Context: an optimization exercise on an open-source flow, tuned for small area. The choices shown serve that exercise and are no tape-out recipe. Only simulation tests tie the RTL to the original design; equivalence was not proved. No activity file was given, so power comes from the tool's default toggle rates.

## P14_Pong
module P14_Pong(
    output VGA_RED,
    output VGA_GREEN,
    output VGA_BLUE,
    output VGA_HSYNC,
    output VGA_VSYNC,
	 output LED_0,
	 output LED_1,
	 output LED_2,
	 output LED_3,
	 output LED_4,
	 output LED_5,
	 output LED_6,
	 output LED_7,
	 input  ROT_A,
	 input  ROT_B,
	 input  SW_0,
	 input  SW_1,
	 input  SW_2,
	 input  SW_3,
	 input  RST,
	 input  CLK
);
Settings: LEC_CHECK=0, CAP_MARGIN=20, CORE_MARGIN=2, CORE_UTILIZATION=40, SLEW_MARGIN=20; clock period 10.0 ns.
standard.sh (not shown) runs the stock make flow with config.mk's settings and CLKGATE_MAP_FILE= SYNTH_SCRIPT=/design/flow/synth_recipe.tcl, a recipe that flattens the netlist after the stock synthesis.
==> flow/flow/run.sh <==
#!/bin/bash
# Own layout flow: the standard flow (standard.sh) with
#  - an area-oriented synthesis: synth_recipe.tcl unchanged, except that ABC
#    maps the combinational logic with flow/area.abc, adders are left to ABC
#    instead of full/half-adder cells, and the Kogge-Stone carry lookahead map
#    is not used (the registers come out exactly as in the standard synthesis);
#  - port buffers of the smallest buffer cell (every port is still buffered);
#  - a clock tree of clkbuf_8 cells without dummy loads.
# The make output is in standard.log; each ORFS step's log is in orfs/logs/.
set -euo pipefail
W=$(pwd)
export AREA_ABC_SCRIPT=$W/flow/area.abc
export BUFFER_PORTS_ARGS="-buffer_cell sky130_fd_sc_hd__buf_1"
export CTS_ARGS="-sink_clustering_enable -repair_clock_nets -dont_use_dummy_load -buf_list sky130_fd_sc_hd__clkbuf_8"
bash standard.sh SYNTH_SCRIPT=$W/flow/area_synth.tcl ADDER_MAP_FILE= SYNTH_OPERATIONS_ARGS=-booth finish > $W/standard.log 2>&1
==> flow/flow/area.abc <==
strash
dc2
dch -f
amap
mfs2 -a
strash
dc2
dch -f
amap
mfs2 -a
strash
dch -f
amap
topo
==> flow/flow/area_synth.tcl <==
# The standard flow's synthesis (synth_recipe.tcl, unchanged) with ABC's cell-mapping script
# replaced by an area-oriented one. Only the mapping of combinational logic
# changes: the registers, their names and their cell types stay as in the
# standard synthesis.
proc abc {args} {
  set i [lsearch -exact $args -script]
  if { $i >= 0 } {
    set args [lreplace $args $i [expr {$i + 1}] -script $::env(AREA_ABC_SCRIPT)]
  }
  yosys abc {*}$args
}
source [file join [file dirname $::env(FLOW_CONFIG)] synth_recipe.tcl]
Change:
==> flow/flow/run.sh (replaced) <==
#!/bin/bash
# Own layout flow: the standard flow (standard.sh) with
#  - an area-oriented synthesis: ABC maps with flow/area.abc, adders are left
#    to ABC instead of full/half-adder cells, no Kogge-Stone carry lookahead;
#  - port buffers of the smallest buffer cell;
#  - a clock tree of small clock buffers without dummy loads.
# Each tool's output is in standard.log and in orfs/logs/.
set -euo pipefail
W=$(pwd)
export AREA_ABC_SCRIPT=$W/flow/area.abc
export BUFFER_PORTS_ARGS="-buffer_cell sky130_fd_sc_hd__buf_1"
export CTS_ARGS="-sink_clustering_enable -repair_clock_nets -dont_use_dummy_load -buf_list sky130_fd_sc_hd__clkbuf_16 -sink_clustering_size 80 -sink_clustering_max_diameter 500"
bash standard.sh SYNTH_SCRIPT=$W/flow/area_synth.tcl ADDER_MAP_FILE= SYNTH_OPERATIONS_ARGS=-booth finish > $W/standard.log 2>&1
After rerunning:
- The changed run completed with no timing, DRC or antenna violations
- global-route usage grows by 0.28 points
- hold slack is worse by 0.0035 ns
- clock-buffer cell count is unchanged
- die area stays the same
- fmax shrinks by 0.78%
Change:
==> flow/flow/run.sh (replaced) <==
#!/bin/bash
# Own layout flow: the standard flow (standard.sh) with
#  - an area-oriented synthesis: synth_recipe.tcl unchanged, except that ABC
#    maps the combinational logic with flow/area.abc, adders are left to ABC
#    instead of full/half-adder cells, and the Kogge-Stone carry lookahead map
#    is not used (the registers come out exactly as in the standard synthesis);
#  - port buffers of the smallest buffer cell (every port is still buffered);
#  - a clock tree of clkbuf_8 cells without dummy loads.
# The make output is in standard.log; each ORFS step's log is in orfs/logs/.
set -euo pipefail
W=$(pwd)
export AREA_ABC_SCRIPT=$W/flow/area.abc
export BUFFER_PORTS_ARGS="-buffer_cell sky130_fd_sc_hd__buf_1"
export CTS_ARGS="-repair_clock_nets -dont_use_dummy_load -buf_list sky130_fd_sc_hd__clkbuf_4"
bash standard.sh SYNTH_SCRIPT=$W/flow/area_synth.tcl ADDER_MAP_FILE= SYNTH_OPERATIONS_ARGS=-booth finish > $W/standard.log 2>&1
Result: Clock power came out lower by well over a third. Total power came out lower by about a fifth. Die area is unchanged. Via count came out lower slightly. Cell count stays the same. Area after synthesis stays the same. Fmax came out higher by a few percent. Final area came out lower by a few percent.
Change:
==> flow/flow/run.sh (replaced) <==
#!/bin/bash
# Own layout flow: the standard flow (standard.sh) with
#  - an area-oriented synthesis: ABC maps with flow/area.abc, adders are left
#    to ABC instead of full/half-adder cells, no Kogge-Stone carry lookahead;
#  - port buffers of the smallest buffer cell;
#  - a clock tree of small clock buffers without dummy loads.
# Each tool's output is in standard.log and in orfs/logs/.
set -euo pipefail
W=$(pwd)
export AREA_ABC_SCRIPT=$W/flow/area.abc
export BUFFER_PORTS_ARGS="-buffer_cell sky130_fd_sc_hd__buf_1"
export CTS_ARGS="-sink_clustering_enable -repair_clock_nets -dont_use_dummy_load -buf_list sky130_fd_sc_hd__clkbuf_8 -sink_clustering_size 40 -sink_clustering_max_diameter 500 -sink_clustering_levels 1"
bash standard.sh SYNTH_SCRIPT=$W/flow/area_synth.tcl ADDER_MAP_FILE= SYNTH_OPERATIONS_ARGS=-booth finish > $W/standard.log 2>&1
Global-route usage rises by 0.17 points.
Design area rises by 1.5%.
Clock power rises by about 34%.
Hold slack gets worse by 0.0083 ns.
Clock skew falls by 0.0082 ns.
Sequential power stays flat.
Die area stays the same.
Routed wire length rises by 0.51%.
First-iteration DRC count rises by about 12%.
Area after synthesis does not change.
Worst setup slack gets worse by 0.089 ns.

==> separate check: timing with driven ports <==
In the flow no input, the clock included, has a driving cell. The finished layouts below were timed again as built, in two steps.
Step 1, drivers: a clkbuf_16 drives CLK and a buf_2 each remaining input, both assumed.
Step 2 moves the port delays by t, midway between the first and last clock arrival at a register: inputs arrive t later, outputs are due t later. That takes back most of the time a late clock gives input paths.
Slacks: no drivers / after step 1 / after step 2; pairs: no drivers / after step 1.
run | t, ns | slack for setup (ns) | worst setup path at the end | latest minus earliest clock arrival (ns) | pins driven straight from the clock port
the first run | 0.358 | 4.371 / 4.379 / 4.020 | input to register | 0.012 / 0.013 | 1
the second run | 0.356 | 4.327 / 4.340 / 3.984 | input to register | 0.010 / 0.010 | 1
the third run | 0.420 | 4.460 / 4.466 / 4.046 | input to register | 0.022 / 0.022 | 1
the fourth run | 0.358 | 4.371 / 4.379 / 4.020 | input to register | 0.012 / 0.013 | 1
After both steps every run listed still meets setup and hold. For the third run, which loses most, drivers alone change the setup slack by +0.006 ns; drivers and shift together by -0.414 ns.
